Context: an optimization exercise on an open-source flow, tuned for small area and a short achievable clock period. The choices shown serve that exercise and are no tape-out recipe. Where RTL was checked, it was by simulation tests only, not by an equivalence proof against the original. The RTL of runs 2 to 6 was laid out without a check of its function. Power is estimated from default activity; no workload was simulated.

==> flow/config.mk <==
export PLATFORM = sky130hd
export DESIGN_NAME = hybrid_pwm_sd_2ndorder
export DESIGN_NICKNAME = hybrid_pwm_sd_2ndorder
export VERILOG_FILES = /design/flow/design.v
export SDC_FILE = /design/flow/constraint.sdc
export NUM_CORES = 4
export LEC_CHECK = 0
export CAP_MARGIN = 20
export CORE_MARGIN = 2
export CORE_UTILIZATION = 40
export SLEW_MARGIN = 20
==> flow/constraint.sdc <==
create_clock -name core_clock -period 11.0 [get_ports {clk}]
set_input_delay 2.2000 -clock core_clock [delete_from_list [all_inputs] [get_ports {clk}]]
set_output_delay 2.2000 -clock core_clock [all_outputs]
set_load 0.01 [all_outputs]
==> flow/design.v <==
module hybrid_pwm_sd_2ndorder #(parameter signalwidth=16)
(
	input clk,
	input reset_n,
	input [signalwidth-1:0] d,
	output q
);
reg [4:0]  pc;        
reg        q_r;       
reg [22:0] w;         
reg [17:0] acc1;      
reg        m;         
reg [15:0] dreg;      
reg [6:0]  th;        
reg [17:0] s2;        
reg [10:0] ep;        
reg        f30, f31, f0, f1, f2, f3, f4, f5;    
wire [16:0] lo_sum = {1'b0, acc1[15:0]} + {1'b0, d};
wire c16 = lo_sum[16];
wire q31 = th[6] ? m : th[5];
wire [17:0] b_oth = ({18{f30}} & {{9{q31}}, 9'b0})
                  | ({18{f1}} & {2'b0, dreg})
                  | ({18{f2 | f3}} & ({7'b0, ep} ^ {18{f2}}))
                  | ({18{f4 | f5}} & ({2'b0, acc1[17:2]} ^ {18{f5}}));
wire [17:0] b_op = f31 ? ~{2'b0, w[22:7]} : b_oth;
wire [17:0] a_op = (f1 | f5) ? acc1 : s2;
wire cin = f30 | f2 | (f31 & (q_r | ~&w[6:0])) | (f5 & ~|acc1[1:0]);
wire [17:0] sum = a_op + b_op + {17'b0, cin};
wire [4:0] pc_next = pc + 5'd1;
wire q_gen   = th[6] ? m : ({1'b0, pc_next} < th[5:0]);
wire q_last  = sum[17] ? m : (sum[16:11] != 6'd0);
wire q_oth   = f31 ? q_last : f0 ? (th[5:1] != 5'd0) : q_gen;
wire sel_m   = f0 & th[6];
wire q_c1    = sel_m ? (acc1[17] ^ acc1[16]) : q_oth;
wire q_c0    = sel_m ? acc1[17] : q_oth;
wire q_next  = c16 ? q_c1 : q_c0;
wire m_new   = c16 ? (acc1[17] ^ acc1[16]) : acc1[17];
wire [22:0] w_next = w + {7'h7f, ~w[22:7]} + (q_r ? 23'h00fe00 : 23'h0)
                       + {22'b0, q_r ? (w[6:0] == 7'd0) : 1'b1};
always @(posedge clk)
	dreg <= d;
always @(posedge clk, negedge reset_n)
begin
	if (!reset_n) begin
		pc   <= 5'd30;
		q_r  <= 1'b0;
		w    <= 23'h7f0000;
		acc1 <= 18'h2fffd;
		m    <= 1'b1;
		th   <= 7'd0;
		s2   <= 18'h17fff;
		ep   <= 11'd0;
		{f30, f31, f0, f1, f2, f3, f4, f5} <= 8'b10000000;
	end else begin
		pc  <= pc_next;
		q_r <= q_next;
		w   <= w_next;
		{f30, f31, f0, f1, f2, f3, f4, f5} <= {pc == 5'd29, f30, f31, f0, f1, f2, f3, f4};
		if (f0)
			m <= m_new;
		if (f1 | f5)
			acc1 <= sum;
		if (f30 | f31 | f2 | f3 | f4)
			s2 <= sum;
		if (f31)
			th <= sum[17:11];
		if (f2)
			ep <= s2[10:0];
	end
end
assign q = q_r;
endmodule
==> flow/flow/run.sh <==
#!/bin/bash
# Standard ORFS layout (standard.sh), with timing repair asked to leave
# extra setup margin so that the layout runs well faster than the clock.
set -euo pipefail
bash standard.sh SETUP_SLACK_MARGIN=7.5 finish > flow_make.log 2>&1
==> flow/standard.sh <==
#!/bin/bash
# synth_recipe.tcl (not shown) runs the flow's synth.tcl, then flattens the netlist and writes it again
# the make line also repeats each setting of config.mk as NAME=value (left out here)
make -C /OpenROAD-flow-scripts/flow DESIGN_CONFIG=/design/flow/config.mk WORK_HOME=/design/flow/orfs CLKGATE_MAP_FILE= SYNTH_SCRIPT=/design/flow/synth_recipe.tcl "${@:-finish}"
==> results list, run 1 <==
* Run status: finished clean
* Wire length on met3: 940 µm
* Class of the tightest hold or removal check: register to register
* Required time reported for the critical path endpoint: 11.28 ns
- The critical path is of the input pin to register type.
- Die span in y: 136 µm
* Most instantiated flip-flop cell in the synthesis netlist: sky130_fd_sc_hd__dfrtp_1
* Power per cell area: 134 nW/µm²
- After routing, the total negative slack on setup checks comes to 0 ns.
- The critical path starts at d[1].
* R2R Path End: q_r
- The most critical setup path has its endpoint at q_r.
* Number of inserted diodes: 0
* Fraction of the yosys area taken by sequential cells: a little under two fifths
- EDFF count, synth: 0
- At the end of the flow, the number of nets in the layout was 857.
- The die covers 18600 µm².
- Post-synth ARST share: 85.2%
- Die extent in x: 136 µm
- Largest fanout on the critical path: 2
* Bufs on Longest Clock Path: 2
- In the global route stage, overall resource usage came out at 20.5%.
- Peak VDD IR: 0.000103 V
- The count of final hold-check violations was 0.
- Total I/O pin count: 19
- Worst Clk Skew: around 0.0096 ns
- Global routing finished with a remaining overflow of 0.
* Worst slew margin relative to its limit: a little under three fifths
- Total number of vias: 5579
* Placeable core region: 17200 µm²
* Clock tree from TritonCTS: done
- The clock reaches the later pin of the worst-skew pair after 0.36 ns.
* Clock root buffer: sky130_fd_sc_hd__clkbuf_16
- After detailed routing, the number of vias per cell comes to 5.62.
* Top cells by area, synth: sky130_fd_sc_hd__dfstp_2, sky130_fd_sc_hd__dfrtp_1, sky130_fd_sc_hd__ha_1, sky130_fd_sc_hd__mux2_2, sky130_fd_sc_hd__a21oi_1
* Final max-slew violation count: 0
- After detailed routing, the total wire length is approximately 18000 µm.
* Final setup violation count: 0
- DRC Markers: 0
- Synthesis-stage register bit count: 108
- Worst-Margin Slew: about 0.66 ns
* Routed length on met2: 8740 µm
- The finished cells cover roughly 8400 µm².
- Static leakage power: 3.72 nW
- 1st-iter DRT viols: between 400 and 500
- Register-to-register setup slack: between 7 and 8 ns
- The count of nets left with antenna violations once routing finished came out at 0.
* Mean cell area of the mapped netlist: 9.74 µm²
* Filler instances: 1561
- Summed over all nets, the half-perimeter wirelength after detailed placement is around 13000 µm.
- Cells with a size suffix above 1 make up 30.5% of the layout.
* Warnings from Yosys: 1
* Layout Area Growth over Synthesis: 20.0%
- Post-Syn Area: 7020 µm²
* Post-DP Area: 7490 µm²
- Peak clock frequency supported by timing: between 0.2 and 0.3 GHz
- Startpoint type of the worst setup path: input pin
* Final period util: 32.6%
- The tool flagged a number of max-cap violations equal to 0.
* Largest area contributor in the netlist: sky130_fd_sc_hd__dfstp_2
- The tree built by TritonCTS fans out to 108 sinks.
* Port Buffer Count: 18
* Syn nets: around 820
- Dividing the detail-routed wire length by the instance count gives 18.5 µm.
* Clock transition at path regs: 0.08 ns
- Endpoint class of the critical path: register
- Gp weighted congestion: 0.883
* Initial Util: 40.7%
- Number of unique standard cell types used by synthesis: 66
* Clock period minus final worst setup slack: 3.59 ns
* Wire length the detailed router placed on met1: 8440 µm
* RSZ-0062 raised after global routing: true
* Critical Path AT: 3.86 ns
* Fraction of synthesized cell area taken by the top area cell type: between 10% and 20%
- The first global-routing pass estimated 29500 µm of wire.
- The H-tree was split into 3 levels.
- Counting every instance in the synthesized netlist gives approximately 720.
* CTS Buf Count: 9
- Launch instance of the worst register-to-register path: f1
- The number of global-route vias before repair was 5491.
* Number of cell rows: 48
- Leading cell type by number of instances after synthesis: sky130_fd_sc_hd__ha_1
* Iteration count of the initial detailed-routing pass: 6
- Depth of the worst register-to-register path: 12
- Uppermost routed layer: met4
* Antenna violations before repair: 0
* Top cells by instance count after synthesis: sky130_fd_sc_hd__ha_1, sky130_fd_sc_hd__a21oi_1, sky130_fd_sc_hd__nor2_1
- Entering global routing, the biggest net connects between 40 and 50 pins.
- Hold repair after CTS inserted 0 buffers.
## what timing repair did
| action | 4_1_cts | 5_1_grt |
|---|---|---|
| gates resized for setup | 85 | 54 |
| buffers inserted | 21 | 9 |
| cloned | 0 | 1 |
| pin swaps | 25 | 37 |
| endpoints found under the setup margin | 41 | 29 |
## registers in the layout, indices dropped and copies added (netlist names)
name and count:
w 23, th 7, f30 1, pc 5, ep 11, acc1 18
s2 18, dreg 16, f5 1, f4 1, f0 1, f2 1
f3 1, m 1, f1 1, q_r 1, f31 1
## worst max-delay path, cell delays in order
cell	delay [ns]
sky130_fd_sc_hd__buf_4	0.12
sky130_fd_sc_hd__ha_4	0.20
sky130_fd_sc_hd__a31o_4	0.21
sky130_fd_sc_hd__a21o_1	0.16
sky130_fd_sc_hd__a21oi_2	0.15
sky130_fd_sc_hd__o21ai_2	0.10
sky130_fd_sc_hd__a22oi_2	0.25
sky130_fd_sc_hd__xnor2_2	0.16
sky130_fd_sc_hd__o221ai_2	0.14
sky130_fd_sc_hd__a31oi_1	0.17
## layout by cell type, fill, tap and decap left out, types with 9 or more instances in the layout
cell type	n
sky130_fd_sc_hd__a21o_1	18
sky130_fd_sc_hd__a21oi_1	57
sky130_fd_sc_hd__buf_4	32
sky130_fd_sc_hd__clkbuf_16	10
sky130_fd_sc_hd__dfrtp_1	43
sky130_fd_sc_hd__dfstp_2	45
sky130_fd_sc_hd__dfxtp_1	16
sky130_fd_sc_hd__ha_1	48
sky130_fd_sc_hd__ha_4	11
sky130_fd_sc_hd__inv_1	57
sky130_fd_sc_hd__mux2_2	50
sky130_fd_sc_hd__nand2_1	37
sky130_fd_sc_hd__nand3_1	14
sky130_fd_sc_hd__nor2_1	57
sky130_fd_sc_hd__nor3_1	10
sky130_fd_sc_hd__o21a_1	11
sky130_fd_sc_hd__o21ai_0	35
sky130_fd_sc_hd__xnor2_1	17
sky130_fd_sc_hd__xor2_1	9
## worst min-delay path by stage
stage | cells after the start | start | slack [ns] | to
floorplan | 0 | f1 | 0.35 | f2
global placement | 0 | f4 | 0.41 | f5
detailed placement | 0 | f4 | 0.42 | f5
CTS | 0 | f30 | 0.46 | f31
global route | 0 | f30 | 0.46 | f31
finish | 0 | f30 | 0.46 | f31
## cells by family (layout without fill, tap and decap cells)
family,Yosys count,in the layout,share of synthesized area [%]
flip-flops,108,108,38.2
multiplexers,54,54,8.59
AO/OA/AOI/OAI,201,201,18.6
AND/OR/NAND/NOR,169,169,11.5
adder cells (fa/ha/maj),77,77,14.9
buffers and inverters,81,127,4.37
XOR/XNOR,31,31,3.87
## final cells by class
type | instances | area, µm² | area share, %
inverter | 58 | 221 | 2.63
clock inverter | 5 | 43.8 | 0.520
sequential | 108 | 2690 | 31.9
multi-input combinational | 532 | 4520 | 53.7
clock buffer | 11 | 233 | 2.76
tap | 225 | 282 | 3.34
timing repair buffer | 53 | 434 | 5.15
## power by group
part | internal (mW) | total (mW) | switching (mW)
clock network | 0.157 | 0.315 | 0.157
logic | 0.162 | 0.338 | 0.176
registers | 0.437 | 0.473 | 0.0358
total | 0.757 | 1.13 | 0.369
## through the flow
| stage | utilization, % | setup WS [ns] | cells | hold WS (ns) | power [mW] |
|---|---|---|---|---|---|
| after floorplan | - | 7.36 | 721 | 0.349 | 0.654 |
| after detailed placement | 43.5 | 6.43 | 945 | 0.421 | 0.738 |
| after CTS | 47.2 | 7.40 | 982 | 0.459 | 1.09 |
| after global placement | 43.5 | 6.52 | 945 | 0.410 | 0.734 |
| after global routing | 48.9 | 7.34 | 992 | 0.464 | 1.19 |
| final | 48.9 | 7.41 | 992 | 0.461 | 1.13 |
## routing by layer
| layer | vias up | global-route usage (%) |
|---|---|---|
| met4 | 0 | 5.79 |
| met1 | 2721 | 29.4 |
| met3 | 20 | 2.96 |
| li1 | 2667 | - |
| met2 | 171 | 32.4 |
| met5 | - | 0 |
==> inputs of run 2 (changes only) <==
--- a/flow/design.v
+++ b/flow/design.v
@@ -16,6 +16,6 @@
 reg [10:0] ep;        
 reg        f30, f31, f0, f1, f2, f3, f4, f5;    
-wire [16:0] lo_sum = {1'b0, acc1[15:0]} + {1'b0, d};
-wire c16 = lo_sum[16];
+wire c16;
+carry16 u_c16 (.a(acc1[15:0]), .b(d), .c(c16));
 wire q31 = th[6] ? m : th[5];
 wire [17:0] b_oth = ({18{f30}} & {{9{q31}}, 9'b0})
@@ -34,6 +34,7 @@
 wire q_c1    = sel_m ? (acc1[17] ^ acc1[16]) : q_oth;
 wire q_c0    = sel_m ? acc1[17] : q_oth;
-wire q_next  = c16 ? q_c1 : q_c0;
-wire m_new   = c16 ? (acc1[17] ^ acc1[16]) : acc1[17];
+wire q_next, m_new;
+mux2x u_qsel (.s(c16), .a1(q_c1), .a0(q_c0), .y(q_next));
+mux2x u_msel (.s(c16), .a1(acc1[17] ^ acc1[16]), .a0(acc1[17]), .y(m_new));
 wire [22:0] w_next = w + {7'h7f, ~w[22:7]} + (q_r ? 23'h00fe00 : 23'h0)
                        + {22'b0, q_r ? (w[6:0] == 7'd0) : 1'b1};
@@ -71,2 +72,28 @@
 assign q = q_r;
 endmodule
+module carry16 (input [15:0] a, input [15:0] b, output c);
+wire [15:0] g0 = a & b;
+wire [15:0] p0 = a | b;
+wire [7:0] g1, p1;
+wire [3:0] g2, p2;
+wire [1:0] g3, p3;
+genvar i;
+generate
+	for (i = 0; i < 8; i = i + 1) begin : l1
+		assign g1[i] = g0[2*i+1] | (p0[2*i+1] & g0[2*i]);
+		assign p1[i] = p0[2*i+1] & p0[2*i];
+	end
+	for (i = 0; i < 4; i = i + 1) begin : l2
+		assign g2[i] = g1[2*i+1] | (p1[2*i+1] & g1[2*i]);
+		assign p2[i] = p1[2*i+1] & p1[2*i];
+	end
+	for (i = 0; i < 2; i = i + 1) begin : l3
+		assign g3[i] = g2[2*i+1] | (p2[2*i+1] & g2[2*i]);
+		assign p3[i] = p2[2*i+1] & p2[2*i];
+	end
+endgenerate
+assign c = g3[1] | (p3[1] & g3[0]);
+endmodule
+module mux2x (input s, input a1, input a0, output y);
+assign y = s ? a1 : a0;
+endmodule
--- a/flow/config.mk
+++ b/flow/config.mk
@@ -10,2 +10,3 @@
 export CORE_UTILIZATION = 40
 export SLEW_MARGIN = 20
+export SYNTH_HIERARCHICAL = 1
==> run 2 against run 1 <==
Compared with the run above: still clean; die area down 2.1%; area after synthesis shrank 2.2%; synthesized cell count down 3.1%; design area is 1.5% higher; final cell count did not move; sequential share of layout area fell by 0.47 points; clock-buffer cell count is 2 lower; critical path type is now register to register; largest cell class unchanged; largest power group unchanged; highest routed layer unchanged.
==> results list, run 2 <==
- Total I/O pin count: 19 (unchanged)
* Worst Clk Skew: 0.00657 ns (-0.00307 ns)
- The clock period minus worst slack came to 3.76 ns (+0.172 ns).
* Flop pwr share: 51.5% (+9.5 points)
- Depth of the worst register-to-register path: 16 (+4)
- Commonest cells after routing, fill and taps aside: sky130_fd_sc_hd__nand2_1, sky130_fd_sc_hd__buf_4, sky130_fd_sc_hd__inv_1, sky130_fd_sc_hd__a21oi_1, sky130_fd_sc_hd__mux2_2
* Hold Path Origin: s2[15]
* Global Route Usage Sum: 21.0% (+0.46 points)
- Among all flip-flop cells after synthesis, the most frequent one is sky130_fd_sc_hd__dfrtp_1.
- Internal power consumption: 655 µW (-13%)
- Sum of net half-perimeters after detailed placement: 12500 µm (-1.7%)
- Top cells by instance count after synthesis: sky130_fd_sc_hd__a21oi_1, sky130_fd_sc_hd__nand2_1, sky130_fd_sc_hd__inv_1, sky130_fd_sc_hd__o21ai_0, sky130_fd_sc_hd__ha_1
- The number of diodes is 0 (unchanged).
- Number of vias per cell: 5.74 (+2.1%)
* Clock tree from TritonCTS: done
* Warnings from Yosys: 7 (+6)
* Register-to-register setup slack: 7.24 ns (-0.27 ns)
- Post-route core utilization: 51.2% (+2.3 points)
* Largest fanout on the critical path: 10 (+8)
- The ratio of cells with drive above 1 in the final layout is 35.9% (+5.4 points).
- The post-route fraction of the period consumed by the critical path was 34.2% (+1.6 points).
- Post-placement worst setup slack: 6.02 ns (-0.406 ns)
* Logic gate share of total power: 10.4% (-20 points)
- Number of standard cells after synthesis: 699 (-3.1%)
- The storage element area was 2690 µm² (unchanged).
* Static leakage power: 3.72 nW (+0.16%)
- Max-cap violations: 0 (unchanged)
- The setup violation total in the final timing report came to 0 (unchanged).
- The largest net degree at the start of global routing came to 48 (unchanged).
* Multi-input gate area in the final layout: 4370 µm² (-3.3%)
- Total overflow reported by the global router: 0 (unchanged)
- Wire length after detailed routing: 18800 µm (+2.2%)
- The number of filler instances in the final layout was 1484 (-4.9%).
- Most flop-heavy register: w
- The clock share of power came to 38.0% (+10 points).
- The delay of the slowest cell on the worst path was 0.41 ns (+0.16 ns).
- Sorting the synthesized cells by area gives the leading types as sky130_fd_sc_hd__dfstp_2, sky130_fd_sc_hd__dfrtp_1, sky130_fd_sc_hd__ha_1, sky130_fd_sc_hd__mux2_2, sky130_fd_sc_hd__dfxtp_1.
- The setup slack of the critical path after layout was 7.24 ns (-0.172 ns).
- The core box area was 16700 µm² (-3.1%).
* Terminating pin of the worst hold path: s2[15]
- In this run the critical register-to-register path is launched from f4.
* Switching power: 238 µW (-35%)
* CTS Buf Count: 9 (unchanged)
- The synthesized net count came to 779 (-4.5%).
* Worst slew margin relative to its limit: 58.1% (+2.4 points)
* Gp weighted congestion: 0.873 (-1.2%)
- The starting density of the core was 41.1% (+0.38 points).
- Iteration count of the initial detailed-routing pass: 5 (-1)
- Setup repair after global routing could not meet its margin everywhere.
- Power per cell area: 104 nW/µm² (-22%)
* CP Cell Sequence: nor2b_1 -> buf_6 -> a2111oi_4 -> a21oi_2 -> fa_2 -> inv_2 -> fa_2 -> nor2b_2 -> o31a_1 -> o21ai_2 -> nand2_2 -> a31oi_1 -> xor2_1 -> nor4b_4 -> a211oi_2 -> mux2_4
- Number of unique standard cell types used by synthesis: 71 (+7.6%)
- The average detailed-routed wire length per instance is 18.9 µm (+2.2%).
- The worst setup path is launched from a register.
* Number of flip-flops under the largest register name: 23 (unchanged)
* Bufs on Longest Clock Path: 2 (unchanged)
* Number of cell rows: 47 (-2.1%)
- The DRC violations left came to 0 (unchanged).
- Largest area contributor in the netlist: sky130_fd_sc_hd__dfstp_2
- The horizontal extent of the die was 135 µm (-1.1%).
* R2R Path End: q_r
- Post-Syn Area: 6870 µm² (-2.2%)
- Among all cell types in the netlist, the one instantiated most often is sky130_fd_sc_hd__a21oi_1.
* Clock latency on the worst-skew pair: 0.36 ns (about the same)
- The number of antenna violations at the first check in global routing is 0 (unchanged).
* Port Buffer Count: 18 (unchanged)
* Mean cell area of the mapped netlist: 9.82 µm² (+0.87%)
* Post-synth ARST share: 85.2% (unchanged)
* Worst Path Buf+Inv: 2 (+1)
- The number of design-rule violations left by the first detailed-router iteration came to 418 (-4.8%).
- The worst hold margin came to 0.483 ns (+0.0224 ns).
- Top Registers: w x23, acc1 x18, s2 x18
- The endpoint required time on the critical path is 11.24 ns (-0.04 ns).
* Die span in y: 135 µm (-1.1%)
- The tree is rooted in a sky130_fd_sc_hd__clkbuf_16.
- EDFF count, synth: 0 (unchanged)
- Total number of vias: 5695 (+2.1%)
- Share of total power consumed by net switching: 26.6% (-6.1 points)
- First-pass GRT wire length: 29900 µm (+1.1%)
* Endpoint class of the critical path: register
* Fraction of the yosys area taken by sequential cells: 39.0% (+0.86 points)
- The final count of pins violating max slew was 0 (unchanged).
* Hold Fails Final Rpt: 0 (unchanged)
* Number of nets with antenna violations after detailed routing: 0 (unchanged)
- The hold-fix buffer count after cts is 0 (unchanged).
- Peak clock frequency supported by timing: 0.266 GHz (-4.6%)
- The floorplan die area was 18200 µm² (-2.1%).
- Critical Path AT: 4.00 ns (+0.14 ns)
- The worst hold path belongs to the class register to register.
- Worst-Margin Slew: 0.628 ns (-0.0356 ns)
- The number of cells on the worst hold path was 2 (+2).
* Fraction of synthesized cell area taken by the top area cell type: 17.2% (+0.38 points)
- Layout Area Growth over Synthesis: 24.5%
- The clock-pin transition on the worst setup and hold timing paths was 0.08 ns (about the same).
* Final nets: 847 (-1.2%)
* Vias in the first global route: 5899 (+7.4%)
- Peak VDD IR: 0.0000959 V (-7.1%)
* CTS sink cnt: 108 (unchanged)
* CP delay by family, top: compound AO/OA/AOI/OAI gates
* Post-Route Setup TNS: 0 ns (unchanged)
* Launch point of the worst path: f4
- On the critical path, the stage with the largest delay is an instance of sky130_fd_sc_hd__fa_2.
- The total number of H-tree levels was 3 (unchanged).
- The cell that appears most often on the critical path is sky130_fd_sc_hd__fa_2.
- Run status: finished clean
- By startpoint and endpoint, the worst setup path is classified as register to register.
- Synthesis-stage register bit count: 108 (unchanged)
==> run 2: Yosys stat by module (local to each module, per instance) <==
module                  flip-flops and latches  area [µm²]  cells  copies in the design
mux2x                                        0        15.0      1                     2
hybrid_pwm_sd_2ndorder                     108        6630    663                     1
carry16                                      0         210     34                     1
==> run 2: layout make-up <==
type	count	area share, %
multi-input combinational	516	51.1
tap	220	3.22
sequential	108	31.5
timing repair buffer	78	8.11
inverter	54	2.47
clock inverter	7	0.966
clock buffer	9	2.63
==> run 2: how the worst max path moves through the flow <==
stage	end	slack [ns]	depth (start not counted)
detailed placement	q_r	6.02	14
global route	q_r	7.15	16
global placement	m	6.27	9
CTS	q_r	7.35	15
floorplan	m	7.31	8
finish	q_r	7.24	16
==> run 2: repair_timing <==
item | in CTS | in global routing
gates resized for setup | 104 | 63
cloned | 2 | 0
setup buffers | 32 | 21
pin swaps | 35 | 36
setup endpoints to repair | 42 | 13
==> run 2: layer usage <==
metal | up-vias | wire length [µm] | track usage, %
met5 | - | 0 | 0
met4 | 0 | 537 | 8.22
met3 | 39 | 834 | 3.57
met2 | 173 | 9040 | 34.9
met1 | 2808 | 8350 | 27.4
li1 | 2675 | - | -
==> run 2: stage by stage <==
step	instance area, µm²	power [mW]	cells
4_1_cts	8200	0.889	971
6_report	8550	0.893	992
2_1_floorplan	6880	0.500	699
5_1_grt	8550	0.927	992
3_5_place_dp	7260	0.538	921
3_3_place_gp	7260	0.537	921
==> run 2: worst reg2reg max path, stage by stage, from the launching register on <==
cell and delay [ns]:
sky130_fd_sc_hd__dfrtp_1 0.38, sky130_fd_sc_hd__nor2b_1 0.15, sky130_fd_sc_hd__buf_6 0.16, sky130_fd_sc_hd__a2111oi_4 0.39, sky130_fd_sc_hd__a21oi_2 0.08, sky130_fd_sc_hd__fa_2 0.42, sky130_fd_sc_hd__inv_2 0.07, sky130_fd_sc_hd__fa_2 0.21
sky130_fd_sc_hd__nor2b_2 0.05, sky130_fd_sc_hd__o31a_1 0.31, sky130_fd_sc_hd__o21ai_2 0.18, sky130_fd_sc_hd__nand2_2 0.12, sky130_fd_sc_hd__a31oi_1 0.19, sky130_fd_sc_hd__xor2_1 0.22, sky130_fd_sc_hd__nor4b_4 0.32, sky130_fd_sc_hd__a211oi_2 0.13
sky130_fd_sc_hd__mux2_4 0.28
==> run 2: cells by family (layout without fill, tap and decap cells) <==
| kind of cell | Yosys count | after routing | share of synthesized area (%) |
|---|---|---|---|
| xor+xnor | 32 | 32 | 4.08 |
| compound gates | 214 | 214 | 20.2 |
| simple gates | 153 | 153 | 10.6 |
| fa+ha+maj | 63 | 63 | 12.7 |
| flops | 108 | 108 | 39.0 |
| mux | 54 | 54 | 8.97 |
| buf+inv | 75 | 148 | 4.56 |
==> run 2: power groups by stage <==
| stage | Clock (mW) | Combinational, mW | Sequential [mW] |
|---|---|---|---|
| finish | 0.339 | 0.0931 | 0.460 |
| global route | 0.361 | 0.102 | 0.463 |
| CTS | 0.345 | 0.0851 | 0.458 |
| detailed placement | 0 | 0.0747 | 0.463 |
| global placement | 0 | 0.0732 | 0.463 |
| floorplan | 0 | 0.0489 | 0.451 |
==> inputs of run 3 (changes only) <==
--- a/flow/design.v
+++ b/flow/design.v
@@ -15,16 +15,17 @@
 reg [17:0] s2;        
 reg [10:0] ep;        
-reg        f30, f31, f0, f1, f2, f3, f4, f5;    
+reg        f31, f0, f1, f2, f3, f4, f5;    
+reg        fa;        
 wire c16;
 carry16 u_c16 (.a(acc1[15:0]), .b(d), .c(c16));
-wire q31 = th[6] ? m : th[5];
-wire [17:0] b_oth = ({18{f30}} & {{9{q31}}, 9'b0})
-                  | ({18{f1}} & {2'b0, dreg})
+wire [17:0] b_oth = ({18{f1}} & {2'b0, dreg})
                   | ({18{f2 | f3}} & ({7'b0, ep} ^ {18{f2}}))
                   | ({18{f4 | f5}} & ({2'b0, acc1[17:2]} ^ {18{f5}}));
-wire [17:0] b_op = f31 ? ~{2'b0, w[22:7]} : b_oth;
-wire [17:0] a_op = (f1 | f5) ? acc1 : s2;
-wire cin = f30 | f2 | (f31 & (q_r | ~&w[6:0])) | (f5 & ~|acc1[1:0]);
-wire [17:0] sum = a_op + b_op + {17'b0, cin};
+wire [7:0] wu;
+wire [17:0] b_op = f31 ? ~{1'b0, wu, w[15:7]} : b_oth;
+wire [17:0] a_op = fa ? acc1 : s2;
+wire cin = f2 | f4 | (f31 & (q_r | ~&w[6:0])) | (f5 & ~|acc1[1:0]);
+wire [17:0] sum;
+add18 u_sadd (.a(a_op), .b(b_op), .ci(cin), .s(sum));
 wire [4:0] pc_next = pc + 5'd1;
 wire q_gen   = th[6] ? m : ({1'b0, pc_next} < th[5:0]);
@@ -36,7 +37,7 @@
 wire q_next, m_new;
 mux2x u_qsel (.s(c16), .a1(q_c1), .a0(q_c0), .y(q_next));
-mux2x u_msel (.s(c16), .a1(acc1[17] ^ acc1[16]), .a0(acc1[17]), .y(m_new));
-wire [22:0] w_next = w + {7'h7f, ~w[22:7]} + (q_r ? 23'h00fe00 : 23'h0)
-                       + {22'b0, q_r ? (w[6:0] == 7'd0) : 1'b1};
+mux2x u_msel (.s(c16), .a1(f0 ? acc1[17] ^ acc1[16] : m), .a0(f0 ? acc1[17] : m), .y(m_new));
+wire [22:0] w_next;
+radd u_radd (.w(w), .f(q_r), .y(w_next), .u(wu));
 always @(posedge clk)
 	dreg <= d;
@@ -50,17 +51,18 @@
 		m    <= 1'b1;
 		th   <= 7'd0;
-		s2   <= 18'h17fff;
+		s2   <= 18'h18000;
 		ep   <= 11'd0;
-		{f30, f31, f0, f1, f2, f3, f4, f5} <= 8'b10000000;
+		{f31, f0, f1, f2, f3, f4, f5} <= 7'b0000000;
+		fa   <= 1'b0;
 	end else begin
 		pc  <= pc_next;
 		q_r <= q_next;
 		w   <= w_next;
-		{f30, f31, f0, f1, f2, f3, f4, f5} <= {pc == 5'd29, f30, f31, f0, f1, f2, f3, f4};
-		if (f0)
-			m <= m_new;
-		if (f1 | f5)
+		{f31, f0, f1, f2, f3, f4, f5} <= {pc == 5'd30, f31, f0, f1, f2, f3, f4};
+		fa  <= f0 | f4;
+		m   <= m_new;
+		if (fa)
 			acc1 <= sum;
-		if (f30 | f31 | f2 | f3 | f4)
+		if (f31 | f2 | f3 | f4)
 			s2 <= sum;
 		if (f31)
@@ -98,2 +100,11 @@
 assign y = s ? a1 : a0;
 endmodule
+module add18 (input [17:0] a, input [17:0] b, input ci, output [17:0] s);
+assign s = a + b + {17'b0, ci};
+endmodule
+module radd (input [22:0] w, input f, output [22:0] y, output [7:0] u);
+assign u = {1'b0, w[22:16]} + {7'b0, f};
+wire [22:0] b = {{7{~f | u[7]}}, ~u[6:0], ~w[15:7]};
+wire ci = f ? (w[6:0] == 7'd0) : 1'b1;
+assign y = w + b + {22'b0, ci};
+endmodule
==> run 3 against run 2 <==
Compared with the run above: first-iteration DRC count increased by 5.3%; combinational power grew to 4.7 times the previous value; die area up 2.8%; design area is 0.76% higher; utilization decreased by 1.4 points; sequential cell count unchanged; fmax decreased by 5.7%; hold slack lost 0.00080 ns; final cell count is 2.4% lower; clock-buffer cell count up 2; still clean on timing, DRC and antenna.
==> results list, run 3 <==
- Clock period minus final worst setup slack: 3.99 ns (+0.229 ns)
- The DRC violations left is 0 (unchanged).
- CP delay by family, top: compound AO/OA/AOI/OAI gates
* CTS sink cnt: 108 (unchanged)
- The number of violations of the max-capacitance limit was 0 (unchanged).
* Port Buffer Count: 18 (unchanged)
- Peak clock frequency supported by timing: 0.251 GHz (-5.7%)
* Initial Util: 40.8% (-0.29 points)
* Sum of net half-perimeters after detailed placement: 13200 µm (+5.4%)
* Top cells by area, synth: sky130_fd_sc_hd__dfrtp_1, sky130_fd_sc_hd__dfstp_2, sky130_fd_sc_hd__mux2_2, sky130_fd_sc_hd__ha_1, sky130_fd_sc_hd__a21oi_1
- Final setup violation count: 0 (unchanged)
- Total I/O pin count: 19 (unchanged)
* Worst Path Buf+Inv: 2 (unchanged)
- The endpoint required time on the critical path is 11.25 ns (about the same).
- Level count of the clock H-tree: 3 (unchanged)
- Flop pwr share: 37.4% (-14 points)
- The number of filler instances in the final layout came to 1522 (+2.6%).
- Clock root buffer: sky130_fd_sc_hd__clkbuf_16
- The hold-fix buffer count after cts was 0 (unchanged).
- TritonCTS built the clock tree.
- Number of unique standard cell types used by synthesis: 84 (+18%)
- The top-area cell type share of the netlist area came to 22.0% (+4.8 points).
- sky130_fd_sc_hd__mux2_2 is the most common cell in the netlist.
- The number of optimization iterations in the first detailed-route pass was 5 (unchanged).
* Bufs on Longest Clock Path: 2 (unchanged)
- Clock latency on the worst-skew pair: 0.37 ns (about the same)
- Largest area contributor in the netlist: sky130_fd_sc_hd__dfrtp_1
- Switching power: 439 µW (+84%)
* Kind of critical path: register to register
* Top Registers: w x23, acc1 x18, s2 x18
- Max stage delay cell, worst path: sky130_fd_sc_hd__dfrtp_2
- Commonest cells after routing, fill and taps aside: sky130_fd_sc_hd__mux2_2, sky130_fd_sc_hd__a21oi_1, sky130_fd_sc_hd__dfrtp_1, sky130_fd_sc_hd__nor2_1, sky130_fd_sc_hd__inv_1
* Maximum number of pins on one net before global-route repair: 52 (+8.3%)
* Routed WL per cell: 20.1 µm (+6.2%)
- The multi-input combinational cell area was 4700 µm² (+7.4%).
* Power per cell area: 145 nW/µm² (+39%)
* Hold Path Origin: f3
- The flow ran to the end and the layout has no timing, DRC or antenna violations.
- The number of flip-flops and latches in the synthesized netlist came to 108 (unchanged).
* Gp weighted congestion: 0.915 (+4.9%)
* Antenna violations before repair: 0 (unchanged)
- The internal cell power was 813 µW (+24%).
* Global Route Usage Sum: 21.4% (+0.42 points)
* Startpoint type of the worst setup path: register
- The most critical setup path has its startpoint at f2.
* Fraction of the yosys area taken by sequential cells: 37.7% (-1.3 points)
- The normalized max-slew margin came to 37.1% (-21 points).
- The slew at the pin closest to its max-slew limit was 0.937 ns (+0.309 ns).
- The number of nets in the layout came to 803 (-5.2%).
- Mean cell area of the mapped netlist: 10.2 µm² (+3.7%)
- Share of total power consumed by net switching: 35.0% (+8.4 points)
- Die span in y: 137 µm (+1.4%)
* Area taken by flip-flops and latches: 2670 µm² (-0.88%)
- Post-Syn Area: 7060 µm² (+2.8%)
* CTS Buf Count: 9 (unchanged)
- The post-route fraction of the period consumed by the critical path is 36.3% (+2.1 points).
- Number of flip-flops under the largest register name: 23 (unchanged)
- The site row count was 48 (+2.1%).
- Most flop-heavy register: w
- The number of nets with antenna violations after routing was 0 (unchanged).
* 1st-iter DRT viols: 440 (+5.3%)
- Total overflow reported by the global router: 0 (unchanged)
- The reported leakage power was 3.57 nW (-4.3%).
- Counting instances in the post-synthesis netlist gives the leading cell types as sky130_fd_sc_hd__mux2_2, sky130_fd_sc_hd__a21oi_1, sky130_fd_sc_hd__dfrtp_1.
- Hold Fails Final Rpt: 0 (unchanged)
* Placeable core region: 17300 µm² (+3.6%)
- Number of standard cells after synthesis: 693 (-0.86%)
* Syn nets: 758 (-2.7%)
- RSZ-0062 raised after global routing: true
- Share of cells above drive strength 1: 37.1% (+1.3 points)
* Total number of vias: 5706 (+0.19%)
* Worst Clk Skew: 0.0101 ns (+0.00354 ns)
- Clock transition at path regs: 0.08 ns (about the same)
* Endpoint class of the critical path: register
- EDFF count, synth: 0 (unchanged)
- Post-DP Area: 7460 µm² (+2.8%)
* Vias in the first global route: 5824 (-1.3%)
* Final instance area: 8620 µm² (+0.76%)
- The number of diodes came to 0 (unchanged).
- Wire length after detailed routing: 19400 µm (+3.6%)
- Largest incremental delay on the critical path: 0.46 ns (+0.05 ns)
- The horizontal extent of the die came to 137 µm (+1.4%).
- Largest fanout on the critical path: 8 (-2)
- The final count of pins violating max slew was 0 (unchanged).
* Part of the power in the clock network: 27.7% (-10 points)
* Critical Path AT: 4.24 ns (+0.24 ns)
- The routed via count divided by cell count was 5.89 (+2.7%).
- First-pass GRT wire length: 30800 µm (+3.1%)
- Post-Route Setup TNS: 0 ns (unchanged)
- The path class of the tightest hold or removal check is register to register.
- Launch instance of the worst register-to-register path: f2
* Post-synth ARST share: 85.2% (unchanged)
- The portion of total power attributed to combinational logic was 34.8% (+24 points).
* Die Outline Area: 18700 µm² (+2.8%)
- Peak VDD IR: 0.0000948 V (-1.2%)
- Most instantiated flip-flop cell in the synthesis netlist: sky130_fd_sc_hd__dfrtp_1
- The number of warnings printed during yosys synthesis came to 7 (unchanged).
- CP Cell Sequence: buf_12 -> nor2b_4 -> mux2_2 -> a2111oi_0 -> a21oi_1 -> inv_1 -> fa_2 -> fa_2 -> nand2b_4 -> a21oi_4 -> a21oi_4 -> o211ai_1 -> xor2_2 -> nor4_2 -> a21oi_1 -> a221oi_2 -> a32oi_1 -> mux2_4
* Layout Area Growth over Synthesis: 22.0%
- The library cell used most frequently in the layout, excluding fill and tap cells, is sky130_fd_sc_hd__mux2_2.
run 3: changes by cell type after synthesis, sizes merged, moves of 10 or more:
cell    before  now
a21oi       64   74
buf          1   13
clkbuf      20   10
dfrtp       47   62
dfstp       45   30
inv         54   37
mux2        51   82
nand2       55   29
o21ai       58   37
run 3: metal layers:
metal	vias to the layer above	global-route usage [%]	share of wire, %
met3	34	4.22	5.0
met4	0	7.39	2.6
met2	154	34.1	47
met1	2838	29.1	46
li1	2680	-	-
met5	-	0	0
run 3: stage by stage:
step                      worst slack, ns  instances  hold slack (ns)  utilization [%]  power, mW
after global routing                 6.89        968            0.486             49.8       1.31
after floorplan                      7.37        693            0.349                -      0.687
after CTS                            7.11        956            0.472             48.2       1.20
after global placement               6.17        918            0.429             43.1      0.778
final                                7.01        968            0.482             49.8       1.25
after detailed placement             6.21        918            0.442             43.1      0.778
run 3: per-module statistics from Yosys, one instance, submodules excluded:
| module | flops+latches | copies in the design | area (µm²) |
|---|---|---|---|
| add18 | 0 | 1 | 958 |
| carry16 | 0 | 1 | 210 |
| hybrid_pwm_sd_2ndorder | 108 | 1 | 4470 |
| mux2x | 0 | 2 | 15.0 |
| radd | 0 | 1 | 1400 |
run 3: cell families (layout without fill, tap and decap cells):
family	after synthesis	in the layout	share of synthesized area (%)
XOR/XNOR	38	38	4.82
AND/OR/NAND/NOR	140	141	9.92
AO/OA/AOI/OAI	214	214	20.9
buffers and inverters	60	109	3.60
adder cells (fa/ha/maj)	49	49	9.05
flip-flops	108	108	37.7
multiplexers	84	84	14.0
run 3: final cells by class:
cell class                 instances  area share [%]
clock inverter                     5           0.770
multi-input combinational        526            54.5
timing repair buffer              56            6.07
sequential                       108            31.0
tap                              225            3.27
inverter                          37            1.61
clock buffer                      11            2.82
run 3: what timing repair did:
item                       in CTS  in global routing
cloned                          2                  1
gates resized for setup       110                 44
setup endpoints to repair      36                  9
pin swaps                      25                 24
setup buffers                  20                 11
run 3: power groups by stage:
stage | sequential [mW] | clock, mW | combinational, mW
finish | 0.469 | 0.347 | 0.436
floorplan | 0.459 | 0 | 0.228
global placement | 0.470 | 0 | 0.307
CTS | 0.465 | 0.355 | 0.384
detailed placement | 0.471 | 0 | 0.307
global route | 0.472 | 0.371 | 0.467
run 3: worst paths after layout:
path                          to  slack, ns  cells past startpoint
min reg2reg                   f4       0.48                      0
max in group asynchronous    q_r       8.08                      2
max reg2reg                  q_r       7.01                     18
max                          q_r       7.01                     18
min in group asynchronous  s2[2]       1.84                      1
min                           f4       0.48                      0
==> inputs of run 4 (changes only) <==
--- a/flow/config.mk
+++ b/flow/config.mk
@@ -6,7 +6,7 @@
 export NUM_CORES = 4
 export LEC_CHECK = 0
+export ABC_AREA = 1
 export CAP_MARGIN = 20
 export CORE_MARGIN = 2
 export CORE_UTILIZATION = 40
 export SLEW_MARGIN = 20
-export SYNTH_HIERARCHICAL = 1
==> run 4 against run 3 <==
Compared with the run above: highest routed layer unchanged; still clean on timing, DRC and antenna; setup slack better by 0.56 ns; design area is 7.9% lower; global-route usage is 0.40 points lower; critical path type is now input pin to register; final cell count is 20% higher; routed wire length is 1.4% lower; sequential power is 4% lower; sequential cell count stayed put; non-clock buffer count is 25 lower; fmax is 16% higher; synthesized cell count is 31% higher.
==> results list, run 4 <==
- Routed WL per cell: 16.5 µm (-18%)
* Warnings from Yosys: 1 (-6)
* Level count of the clock H-tree: 3 (unchanged)
* Worst Clk Skew: 0.00828 ns (-0.00184 ns)
* Power per cell area: 112 nW/µm² (-23%)
- Peak clock frequency supported by timing: 0.292 GHz (+16%)
- Startpoint type of the worst setup path: input pin
* Hold Path Origin: f4
- Largest incremental delay on the critical path: 0.52 ns (+0.06 ns)
- Endpoint class of the critical path: register
- Maximum number of pins on one net before global-route repair: 63 (+21%)
* Post-Route Setup TNS: 0 ns (unchanged)
- Run status: finished clean
* Required time reported for the critical path endpoint: 11.25 ns (about the same)
- The number of nets in the layout came to 999 (+24%).
- Final instance area: 7940 µm² (-7.9%)
- The final count of pins violating max slew was 0 (unchanged).
- Share of cells above drive strength 1: 15.6% (-22 points)
- Gp weighted congestion: 0.867 (-5.2%)
* Worst-Margin Slew: 0.832 ns (-0.105 ns)
* Die extent in x: 137 µm (about the same)
* Total number of vias: 6007 (+5.3%)
* Number of nets with antenna violations after detailed routing: 0 (unchanged)
* Number of cell rows: 48 (unchanged)
- Top Registers: w x23, acc1 x18, s2 x18
* CP delay by family, top: simple AND/OR/NAND/NOR gates
* Clock latency on the worst-skew pair: 0.36 ns (about the same)
- The filler-free cell count of the finished design is 1162 (+20%).
* Placed cells: 1133 (+23%)
- Max stage delay cell, worst path: sky130_fd_sc_hd__clkdlybuf4s50_1
- Max-cap violations: 0 (unchanged)
* Number of flip-flops under the largest register name: 23 (unchanged)
* Largest area contributor in the netlist: sky130_fd_sc_hd__dfrtp_1
- Design Power: 891 µW (-29%)
- Iteration count of the initial detailed-routing pass: 5 (unchanged)
- The count of boundary I/O pins is 19 (unchanged).
* Top cells by instance count after synthesis: sky130_fd_sc_hd__nand2_1, sky130_fd_sc_hd__inv_1, sky130_fd_sc_hd__o21ai_0
- EDFF count, synth: 0 (unchanged)
* Synthesis-stage register bit count: 108 (unchanged)
- Among all flip-flop cells after synthesis, the most frequent one is sky130_fd_sc_hd__dfrtp_1.
- Global Route Usage Sum: 21.0% (-0.40 points)
- Area taken by flip-flops and latches: 2660 µm² (-0.14%)
* Post-DP Area: 7440 µm² (-0.29%)
- The number of diodes came to 0 (unchanged).
- Number of vias per cell: 5.17 (-12%)
- Most flop-heavy register: w
* Largest fanout on the critical path: 3 (-5)
* Clock root buffer: sky130_fd_sc_hd__clkbuf_16
- The average footprint of a synthesized cell came to 7.76 µm² (-24%).
- In the post-synthesis netlist, the biggest area contributors are sky130_fd_sc_hd__dfrtp_1, sky130_fd_sc_hd__nand2_1, sky130_fd_sc_hd__dfstp_2, sky130_fd_sc_hd__ha_1, sky130_fd_sc_hd__o21ai_0.
* Kind of critical path: input pin to register
- Walking the worst path, the cells encountered are clkdlybuf4s50_1 -> nor2_2 -> a21oi_1 -> o211ai_1 -> nand2_1 -> nand2_1 -> nand2_2 -> nand2_1 -> nand2_1 -> nand2_1 -> a21oi_2 -> a21oi_2.
- Commonest cells after routing, fill and taps aside: sky130_fd_sc_hd__nand2_1, sky130_fd_sc_hd__inv_1, sky130_fd_sc_hd__o21ai_0, sky130_fd_sc_hd__dfrtp_1, sky130_fd_sc_hd__nor2_1
* Bufs on Longest Clock Path: 2 (unchanged)
- CTS Buf Count: 9 (unchanged)
- The die height came to 137 µm (about the same).
* Hold Fails Final Rpt: 0 (unchanged)
* Worst hold slack across all endpoints: 0.428 ns (-0.0540 ns)
* Critical Path AT: 3.68 ns (-0.56 ns)
* Syn nets: 976 (+29%)
- 1st-iter DRT viols: 507 (+15%)
* Sum of net half-perimeters after detailed placement: 13900 µm (+5.0%)
* Total overflow reported by the global router: 0 (unchanged)
- The multi-input combinational cell area came to 3910 µm² (-17%).
- The global-route wire length before repair came to 29800 µm (-3.2%).
- The clock period minus worst slack came to 3.43 ns (-0.559 ns).
* Die Outline Area: 18700 µm² (-0.10%)
* Launch instance of the worst register-to-register path: q_r
- The reported leakage power was 3.77 nW (+5.6%).
- Worst Path Buf+Inv: 1 (-1)
* Antenna violations before repair: 0 (unchanged)
- The peak supply drop came to 0.0000638 V (-33%).
- Number of unique standard cell types used by synthesis: 55 (-35%)
* Layout Area Growth over Synthesis: 12.5%
- The cell count after synthesis came to 909 (+31%).
- The setup slack of the most critical reg-to-reg path was 7.73 ns (+0.72 ns).
* Final period util: 31.2% (-5.1 points)
- The proportion of register bits with asynchronous set or reset after synthesis was 85.2% (unchanged).
* DRC Markers: 0 (unchanged)
- CTS sink cnt: 108 (unchanged)
- Filler instances: 1711 (+12%)
- The starting density of the core came to 40.8% (-0.043 points).
- Fraction of the yosys area taken by sequential cells: 37.7% (+0.040 points)
* Cell mode on critical path: sky130_fd_sc_hd__nand2_1
* Worst slew margin relative to its limit: 44.5% (+7.4 points)
- RSZ-0062 raised after global routing: false
- Fraction of synthesized cell area taken by the top area cell type: 22.0% (+0.023 points)
* Post-Syn Area: 7050 µm² (-0.11%)
- The core box area was 17300 µm² (unchanged).
* Commonest non-fill, non-tap cell in the layout: sky130_fd_sc_hd__nand2_1
- The hold-fix buffer count after cts was 0 (unchanged).
- Tracing the worst setup path back leads to its startpoint at d[3].
* Clock tree from TritonCTS: done
* Class of the tightest hold or removal check: register to register
- The number of global-route vias before repair is 5457 (-6.3%).
- The most common cell in the synthesized netlist is sky130_fd_sc_hd__nand2_1.
* Port Buffer Count: 18 (unchanged)
* Final setup violation count: 0 (unchanged)
- The clock-pin transition on the worst setup and hold timing paths was 0.08 ns (about the same).
* Wire length after detailed routing: 19200 µm (-1.4%)
-- run 4: cell types whose count changed after synthesis, sizes merged, moves of 21 or more --
cell and delta:
nand2 +213, mux2 -82, inv +81, o21ai +58, nand3 +22, a21oi -21
-- run 4: final cells by class --
class / count / area share (%)
Timing Repair inverter: 3 / 0.221
Tap cell: 225 / 3.55
Clock inverter: 6 / 0.993
Timing Repair Buffer: 31 / 3.64
Clock buffer: 10 / 2.88
Inverter: 119 / 5.91
Multi-Input combinational cell: 660 / 49.2
Sequential cell: 108 / 33.6
-- run 4: logic make-up (layout without fill, tap and decap cells) --
group / after synthesis / after routing / share of synthesized area, %
flip-flops: 108 / 108 / 37.7
AND/OR/NAND/NOR: 374 / 374 / 23.7
buffers and inverters: 141 / 169 / 7.68
adder cells (fa/ha/maj): 49 / 49 / 9.12
XOR/XNOR: 40 / 40 / 5.07
AO/OA/AOI/OAI: 197 / 197 / 16.8
-- run 4: path summary, 6_finish.rpt --
path	cells past startpoint	endpoint
setup reg to reg	19	q_r
hold reg to reg	0	f5
max in group asynchronous	2	f1
hold / removal	0	f5
min in group asynchronous	1	w[12]
setup / recovery	12	q_r
-- run 4: routing by layer --
metal	wire length, µm	up-vias	global-route usage, %
li1	-	3050	-
met1	9290	2779	31.0
met2	8370	161	31.4
met3	1200	17	3.26
met4	310	0	6.82
met5	0	-	0
-- run 4: report_power, final --
group	internal (mW)	switching, mW	total (mW)	leakage (nW)
combinational	0.0355	0.0629	0.0984	2.47
sequential	0.426	0.0239	0.450	1.15
clock	0.182	0.161	0.343	0.151
total	0.643	0.248	0.891	3.77
-- run 4: stage by stage --
step                util [%]  setup slack, ns
floorplan                  -             7.74
global placement        43.0             7.21
detailed placement      43.0             7.18
CTS                     45.0             7.46
global route            45.9             7.48
finish                  45.9             7.57
-- run 4: what timing repair did --
action                                  CTS  global route
endpoints found under the setup margin    7            14
buffers inserted                          1             9
cloned                                    2             1
endpoints found under the hold margin     0             0
pin swaps                                 0             3
resized for setup                         5            21
==> inputs of run 5 (changes only) <==
--- a/flow/config.mk
+++ b/flow/config.mk
@@ -9,4 +9,4 @@
 export CAP_MARGIN = 20
 export CORE_MARGIN = 2
-export CORE_UTILIZATION = 40
+export CORE_UTILIZATION = 65
 export SLEW_MARGIN = 20
==> run 5 against run 4 <==
Compared with the run above: still clean on timing, DRC and antenna; power fell by 7.7%; clock power down about 20%; setup slack worse by 0.038 ns; first-iteration DRC count increased by 13%; critical path depth decreased by 1; clock skew up 0.0015 ns; largest power group unchanged.
==> results list, run 5 <==
* Initial Util: 65.9% (+25 points)
* Top cells by instance count after synthesis: sky130_fd_sc_hd__nand2_1, sky130_fd_sc_hd__inv_1, sky130_fd_sc_hd__o21ai_0
- The total clock buffers created by CTS is 9 (unchanged).
* Routed WL per cell: 17.2 µm (+4.5%)
* Run status: finished clean
- The clock-pin transition on the worst setup and hold timing paths came to 0.10 ns (+0.02 ns).
- The peak supply drop is 0.000102 V (+60%).
- Peak clock frequency supported by timing: 0.288 GHz (-1.1%)
- Max-cap violations: 0 (unchanged)
* CTS sink cnt: 108 (unchanged)
- Largest area contributor in the netlist: sky130_fd_sc_hd__dfrtp_1
* Critical Path AT: 3.75 ns (+0.07 ns)
- Post-Route Setup TNS: 0 ns (unchanged)
* Register-to-register setup slack: 7.72 ns (about the same)
* Number of inserted diodes: 0 (unchanged)
* Startpoint type of the worst setup path: input pin
- The proportion of register bits with asynchronous set or reset after synthesis came to 85.2% (unchanged).
- The min-delay analysis places its worst path in the category register to register.
* Most flop-heavy register: w
- DRC Markers: 0 (unchanged)
* Mean cell area of the mapped netlist: 7.76 µm² (unchanged)
- The number of flip-flops and latches in the synthesized netlist is 108 (unchanged).
- Commonest non-fill, non-tap cell in the layout: sky130_fd_sc_hd__nand2_1
- Terminating pin of the worst hold path: f4
- The area growth from synthesis to layout is 9.72%.
- Iteration count of the initial detailed-routing pass: 7 (+2)
* Worst-Margin Slew: 0.779 ns (-0.0534 ns)
* Number of unique standard cell types used by synthesis: 55 (unchanged)
- The number of nets in the layout was 1001 (+0.20%).
* Port Buffer Count: 18 (unchanged)
- Die span in y: 108 µm (-21%)
* Fraction of synthesized cell area taken by the top area cell type: 22.0% (unchanged)
- The worst hold margin was 0.396 ns (-0.0325 ns).
- Number of vias per cell: 5.82 (+13%)
- Launch instance of the worst register-to-register path: f4
- The total number of H-tree levels was 3 (unchanged).
* Clock period minus final worst setup slack: 3.47 ns (+0.0382 ns)
- The final count of pins violating max slew came to 0 (unchanged).
* R2R Path End: q_r
- Share of cells above drive strength 1: 14.9% (-0.67 points)
- Number of flip-flops under the largest register name: 23 (unchanged)
- Gp weighted congestion: 0.988 (+14%)
* Number of nets with antenna violations after detailed routing: 0 (unchanged)
* Hold Fails Final Rpt: 0 (unchanged)
- Maximum number of pins on one net before global-route repair: 58 (-7.9%)
* Routing usage on met3: 7.59% (+4.3 points)
* Simple logic cell fraction of the synthesized area: 23.7% (unchanged)
- The total length of routed wires was 18600 µm (-3.0%).
- The endpoint required time on the critical path was 11.28 ns (+0.03 ns).
- Largest family of logic cells by synthesized area: simple AND/OR/NAND/NOR gates
- Total number of vias: 6279 (+4.5%)
- Leaving out fill and tap cells, the most frequent cells in the layout are sky130_fd_sc_hd__nand2_1, sky130_fd_sc_hd__inv_1, sky130_fd_sc_hd__o21ai_0, sky130_fd_sc_hd__dfrtp_1, sky130_fd_sc_hd__nor2_1.
- The startpoint identified for the worst hold timing path is f3.
- Sum of net half-perimeters after detailed placement: 13400 µm (-3.4%)
- CTS placed an instance of sky130_fd_sc_hd__clkbuf_8 at the clock tree root.
- The floorplan die area came to 11700 µm² (-37%).
* Worst hold path cell count: 0 (unchanged)
- The core box area came to 10700 µm² (-38%).
* Post-Syn Area: 7050 µm² (unchanged)
- The met2 layer usage reported by global route is 53.4% (+22 points).
- The most used flip-flop cell after synthesis is sky130_fd_sc_hd__dfrtp_1.
- Vias in the first global route: 6021 (+10%)
* Antenna violations before repair: 0 (unchanged)
* Clock latency on the worst-skew pair: 0.39 ns (+0.03 ns)
- Fraction of the yosys area taken by sequential cells: 37.7% (unchanged)
- The setup violation total in the final timing report came to 0 (unchanged).
- Share of the synthesized netlist area taken by xor and xnor gates: 5.07% (unchanged)
* Total overflow reported by the global router: 0 (unchanged)
- Syn nets: 976 (unchanged)
- Number of cell rows: 38 (-21%)
- Depth of the worst register-to-register path: 21 (+2)
- The normalized max-slew margin came to 48.0% (+3.6 points).
- TritonCTS built the clock tree.
- The maximum clock insertion buffer count was 2 (unchanged).
- Total I/O pin count: 19 (unchanged)
* Top cells by area, synth: sky130_fd_sc_hd__dfrtp_1, sky130_fd_sc_hd__nand2_1, sky130_fd_sc_hd__dfstp_2, sky130_fd_sc_hd__ha_1, sky130_fd_sc_hd__o21ai_0
- Die extent in x: 108 µm (-21%)
- Setup repair after global routing left no endpoint under its margin.
* Fraction of synthesized area in multiplexers: 0% (unchanged)
* Warnings from Yosys: 1 (unchanged)
- Number of standard cells after synthesis: 909 (unchanged)
- First-pass GRT wire length: 29700 µm (-0.44%)
- met2 is the most crowded layer.
- The arithmetic-cell share of the synthesized area counting full adders, half adders and majority gates was 9.12% (unchanged).
- The number of flops mapped to enable cells by yosys is 0 (unchanged).
* Met1 track utilization from global routing: 42.7% (+12 points)
- sky130_fd_sc_hd__nand2_1 is the most common cell in the netlist.
- The final setup skew was 0.00983 ns (+0.00155 ns).
- Compound-gate portion of the synthesized area: 16.8% (unchanged)
- Kind of critical path: input pin to register
* Final period util: 31.5% (+0.35 points)
- The combined global-route utilization of all metal layers came to 33.2% (+12 points).
- The power density of the placed cells was 106 nW/µm² (-5.4%).
* 1st-iter DRT viols: 573 (+13%)
* Static leakage power: 3.73 nW (-0.90%)
- CTS Hold Bufs: 0 (unchanged)
- The worst setup path is captured at a register.
- Largest fanout on the critical path: 2 (-1)
- Top Registers: w x23, acc1 x18, s2 x18
[run 5: cell counts after synthesis]
Identical to the previous run, type by type.
[run 5: power breakdown]
group | internal [mW] | switching, mW
sequential | 0.426 | 0.0246
clock | 0.134 | 0.139
combinational | 0.0348 | 0.0631
total | 0.595 | 0.227
[run 5: kinds of logic (layout without fill, tap and decap cells)]
group,Yosys count,count (layout)
AO/OA/AOI/OAI,197,197
XOR/XNOR,40,40
adder cells (fa/ha/maj),49,49
buffers and inverters,141,171
flip-flops,108,108
AND/OR/NAND/NOR,374,374
[run 5: worst max-delay path by stage]
stage	from	end	slack, ns
3_5_place_dp	d[15]	q_r	7.19
3_3_place_gp	d[5]	q_r	7.24
2_1_floorplan	d[15]	q_r	7.74
4_1_cts	f31	q_r	7.42
6_report	d[5]	q_r	7.53
5_1_grt	f2	q_r	7.49
[run 5: routing by layer]
layer | vias to the layer above | part of all wire (%)
met5 | - | 0
met4 | 0 | 3.9
met3 | 60 | 7.2
met2 | 231 | 46
met1 | 2937 | 43
li1 | 3051 | -
[run 5: per-stage QoR]
stage                     util (%)  worst slack, ns  cell area (µm²)  instances  total power [mW]
after floorplan                  -             7.74             7050        909             0.511
after global placement        68.6             7.24             7330       1048             0.547
after detailed placement      68.6             7.19             7330       1048             0.551
after CTS                     70.9             7.42             7590       1067             0.823
after global routing          72.4             7.49             7740       1079             0.857
final                         72.4             7.53             7740       1079             0.822
[run 5: what timing repair did]
action                     in CTS  in global routing
gates resized for setup         5                 16
setup endpoints to repair      12                 15
gates cloned                    2                  1
setup buffers                   1                 11
pin swaps                       0                  2
[run 5: final cells by class]
type                       count  area [µm²]
timing repair inverter         3        17.5
tap                          140         175
clock inverter                 6        86.3
timing repair buffer          33         317
multi-input combinational    660        3880
sequential                   108        2660
fill                         817        2960
clock buffer                  10         138
inverter                     119         465
[run 5: critical path, stage by stage]
cell                              delay [ns]
sky130_fd_sc_hd__clkdlybuf4s50_1        0.45
sky130_fd_sc_hd__inv_1                  0.09
sky130_fd_sc_hd__nand2_1                0.08
sky130_fd_sc_hd__nand3_1                0.08
sky130_fd_sc_hd__o21ai_0                0.09
sky130_fd_sc_hd__a21oi_1                0.19
sky130_fd_sc_hd__nand2_1                0.13
sky130_fd_sc_hd__nand2_1                0.11
sky130_fd_sc_hd__nand3_1                0.12
sky130_fd_sc_hd__a21oi_2                0.16
sky130_fd_sc_hd__a21oi_2                0.04
==> inputs of run 6 (changes only) <==
--- a/flow/config.mk
+++ b/flow/config.mk
@@ -9,4 +9,6 @@
 export CAP_MARGIN = 20
 export CORE_MARGIN = 2
-export CORE_UTILIZATION = 65
+export CORE_UTILIZATION = 40
+export CTS_BUF_LIST = sky130_fd_sc_hd__clkbuf_4 sky130_fd_sc_hd__clkbuf_8
+export CTS_CLUSTER_SIZE = 30
 export SLEW_MARGIN = 20
==> run 6 against run 5 <==
Compared with the run above: sequential cell count is the same; hold slack gained 0.035 ns; first-iteration DRC count decreased by 6.8%; fmax up 3.0%; combinational power shrank 1%; critical endpoint is now q; highest routed layer unchanged; register-to-register slack gained 0.04 ns; critical path depth shrank 10; non-clock buffer count up 1.
==> results list, run 6 <==
* Share of the synthesized netlist area taken by xor and xnor gates: 5.07% (unchanged)
- Post-synth ARST share: 85.2% (unchanged)
- Clock tree from TritonCTS: done
- The clock period minus worst slack was 3.37 ns (-0.100 ns).
- Largest fanout on the critical path: 2 (unchanged)
- The count of boundary I/O pins is 19 (unchanged).
- Max stage delay cell, worst path: sky130_fd_sc_hd__dfrtp_2
- Total number of vias: 6032 (-3.9%)
- Level count of the clock H-tree: 3 (unchanged)
- DRC Markers: 0 (unchanged)
* Final instance area: 7830 µm² (+1.2%)
- Number of cell rows: 48 (+26%)
- The library cell used most frequently in the layout, excluding fill and tap cells, is sky130_fd_sc_hd__nand2_1.
- The floorplan die area came to 18700 µm² (+60%).
- The multiplexer share of the synthesized area came to 0% (unchanged).
- CP delay by family, top: flip-flops
- Filler instances: 1728 (+110%)
- Clock transition at path regs: 0.12 ns (+0.02 ns)
- Final max-slew violation count: 0 (unchanged)
- The worst setup path is launched from a register.
* Peak VDD IR: 0.0000599 V (-41%)
- Synthesis-stage register bit count: 108 (unchanged)
* Worst slew margin relative to its limit: 44.7% (-3.3 points)
- The average footprint of a synthesized cell is 7.76 µm² (unchanged).
- Top cells by area, synth: sky130_fd_sc_hd__dfrtp_1, sky130_fd_sc_hd__nand2_1, sky130_fd_sc_hd__dfstp_2, sky130_fd_sc_hd__ha_1, sky130_fd_sc_hd__o21ai_0
- Placeable core region: 17300 µm² (+62%)
- The slew at the pin closest to its max-slew limit is 0.829 ns (+0.0501 ns).
- Most flop-heavy register: w
- Largest area contributor in the netlist: sky130_fd_sc_hd__dfrtp_1
- Post-DP Area: 7440 µm² (+1.5%)
- The total length of routed wires was 19100 µm (+2.8%).
- The number of flops mapped to enable cells by yosys is 0 (unchanged).
- The netlist area before placement was 7050 µm² (unchanged).
- The sum of negative setup slack was 0 ns (unchanged).
* CTS Buf Count: 9 (unchanged)
- Bufs on Longest Clock Path: 2 (unchanged)
* Number of standard cells after synthesis: 909 (unchanged)
- Class of the tightest hold or removal check: register to register
- Walking the worst path, the cells encountered are dlygate4sd2_1.
* Simple logic cell fraction of the synthesized area: 23.7% (unchanged)
- Global Route Usage Sum: 20.7% (-12 points)
* Number of unique standard cell types used by synthesis: 55 (unchanged)
* First-pass GRT wire length: 29400 µm (-0.84%)
* Fraction of synthesized cell area taken by the top area cell type: 22.0% (unchanged)
* Kind of critical path: register to output pin
* Die span in y: 137 µm (+26%)
* Number of flip-flops under the largest register name: 23 (unchanged)
- The largest registers in the layout are w x23, acc1 x18, s2 x18.
* Maximum number of pins on one net before global-route repair: 63 (+8.6%)
- The power density of the placed cells is 104 nW/µm² (-2.2%).
- Worst Path Buf+Inv: 1 (-1)
- The average detailed-routed wire length per instance is 16.4 µm (-4.7%).
- The arithmetic-cell share of the synthesized area counting full adders, half adders and majority gates was 9.12% (unchanged).
* CTS sink cnt: 108 (unchanged)
- The total overflow reported by the global router came to 0 (unchanged).
- Gp weighted congestion: 0.867 (-12%)
- Run status: finished clean
- The post-detailed-placement half-perimeter wirelength was 13900 µm (+3.5%).
* Compound-gate portion of the synthesized area: 16.8% (unchanged)
- Number of nets with antenna violations after detailed routing: 0 (unchanged)
- The delay of the slowest cell on the worst path came to 0.47 ns (+0.02 ns).
* Initial Util: 40.8% (-25 points)
- The ratio of cells with drive above 1 in the final layout came to 15.4% (+0.52 points).
- Port Buffer Count: 18 (unchanged)
* Clock latency on the worst-skew pair: 0.41 ns (+0.02 ns)
- Iteration count of the initial detailed-routing pass: 5 (-2)
- Top cells by instance count after synthesis: sky130_fd_sc_hd__nand2_1, sky130_fd_sc_hd__inv_1, sky130_fd_sc_hd__o21ai_0
- The number of diodes is 0 (unchanged).
- Commonest cells after routing, fill and taps aside: sky130_fd_sc_hd__nand2_1, sky130_fd_sc_hd__inv_1, sky130_fd_sc_hd__o21ai_0, sky130_fd_sc_hd__dfrtp_1, sky130_fd_sc_hd__nor2_1
* Critical Path AT: 1.17 ns (-2.58 ns)
- Among all flip-flop cells after synthesis, the most frequent one is sky130_fd_sc_hd__dfrtp_1.
- The endpoint required time on the critical path was 8.80 ns (-2.48 ns).
* Leading cell type by number of instances after synthesis: sky130_fd_sc_hd__nand2_1
- Final nets: 1002 (+0.10%)
- Die extent in x: 137 µm (+26%)
* Warnings from Yosys: 1 (unchanged)
- By area, the combinational part of the netlist is dominated by simple AND/OR/NAND/NOR gates.
- Worst Clk Skew: 0.0188 ns (+0.00900 ns)
- Peak clock frequency supported by timing: 0.297 GHz (+3.0%)
- The number of violations of the max-capacitance limit came to 0 (unchanged).
* Final setup violation count: 0 (unchanged)
- The number of antenna violations at the first check in global routing is 0 (unchanged).
- 1st-iter DRT viols: 534 (-6.8%)
- The synthesized net count was 976 (unchanged).
- Layout Area Growth over Synthesis: 11.0%
* Endpoint class of the critical path: output pin
- Number of vias per cell: 5.18 (-11%)
- Clock root buffer: sky130_fd_sc_hd__clkbuf_8
* Static leakage power: 3.72 nW (-0.30%)
- Vias in the first global route: 5387 (-11%)
* Fraction of the yosys area taken by sequential cells: 37.7% (unchanged)
- Final period util: 30.6% (-0.91 points)
- Setup repair after global routing left no endpoint under its margin.
* Hold Fails Final Rpt: 0 (unchanged)
## run 6: worst paths after layout
check	end	slack (ns)	cells past startpoint	from
min reg2reg	f5	0.43	0	f4
min in group asynchronous	w[12]	1.71	1	reset_n
max	q	7.63	1	q_r
max in group asynchronous	f1	8.10	2	reset_n
min	f5	0.43	0	f4
max reg2reg	q_r	7.76	19	q_r
## run 6: logic make-up (layout without fill, tap and decap cells)
group / Yosys count / after routing
and+or+nand+nor: 374 / 374
AOI/OAI and AO/OA: 197 / 197
buffers and inverters: 141 / 172
DFF: 108 / 108
adders and majority gates: 49 / 49
xor gates and xnor gates: 40 / 40
## run 6: stage by stage
| stage | hold WS [ns] | std cells | setup WS (ns) | util (%) | power, mW |
|---|---|---|---|---|---|
| 5_1_grt | 0.453 | 1165 | 7.47 | 45.3 | 0.851 |
| 4_1_cts | 0.390 | 1150 | 7.38 | 44.4 | 0.819 |
| 2_1_floorplan | 0.352 | 909 | 7.74 | - | 0.511 |
| 6_report | 0.431 | 1165 | 7.63 | 45.3 | 0.813 |
| 3_5_place_dp | 0.368 | 1133 | 7.18 | 43.0 | 0.552 |
| 3_3_place_gp | 0.360 | 1133 | 7.21 | 43.0 | 0.551 |
## run 6: cell type report
class | instances | area, µm² | share of cell area [%]
Timing Repair inverter | 3 | 17.5 | 0.224
Clock buffer | 10 | 131 | 1.68
Multi-Input combinational cell | 660 | 3890 | 49.7
Timing Repair Buffer | 34 | 297 | 3.79
Sequential cell | 108 | 2660 | 34.0
Tap cell | 225 | 282 | 3.59
Clock inverter | 6 | 78.8 | 1.01
Inverter | 119 | 469 | 5.99
## run 6: timing repair
item	in CTS	in global routing
hold buffers	0	0
buffers inserted	1	12
gates cloned	0	3
setup endpoints to repair	8	23
pin swaps	0	1
resized for setup	5	15
## run 6: per-layer routing
layer / vias up / wire length, µm / track usage [%]
li1: 3052 / - / -
met1: 2809 / 9490 / 30.4
met2: 153 / 8360 / 31.0
met3: 18 / 934 / 3.37
met4: 0 / 341 / 7.04
met5: - / 0 / 0
## run 6: power breakdown
group          internal [mW]  leakage (nW)  total (mW)  switching [mW]
logic                 0.0349          2.47      0.0966          0.0617
registers              0.426          1.15       0.449          0.0235
clock network          0.113         0.108       0.267           0.155

## what the ideal ports hide
The results above use ideal ports. As a check the final layouts listed here were re-extracted and re-timed, cells and wires unchanged.
Step 1 sets driving cells, clkbuf_16 on the clock port and buf_2 on the other inputs (assumed; they add their load-dependent delay and slew).
Step 2 times the ports against the registers' clock, not the clock port: input delays grow and output delays shrink by t, the midpoint of the rising clock arrivals with the driver on.
Three values: ideal ports, drivers, drivers and shift; two values: the first two.
| run | t, ns | setup slack, ns | worst setup path after step 2 | latest minus earliest clock arrival (ns) | worst slew at a driven data input, ns |
|---|---|---|---|---|---|
| run 1 | 0.397 | 7.411 / 7.429 / 7.032 | input to register | 0.009 / 0.010 | 0.03 |
| run 2 | 0.394 | 7.240 / 7.240 / 6.972 | input to register | 0.006 / 0.007 | 0.06 |
| run 3 | 0.404 | 7.011 / 7.011 / 7.011 | register to register | 0.010 / 0.010 | 0.05 |
| run 4 | 0.397 | 7.570 / 7.586 / 7.189 | input to register | 0.008 / 0.008 | 0.04 |
| run 5 | 0.418 | 7.532 / 7.538 / 7.120 | input to register | 0.009 / 0.010 | 0.03 |
| run 6 | 0.434 | 7.632 / 7.594 / 7.214 | input to register | 0.019 / 0.019 | 0.04 |
After both steps setup and hold are still met in every run listed. For run 6, which loses most, drivers alone change the setup slack by -0.038 ns; drivers and shift together by -0.418 ns.
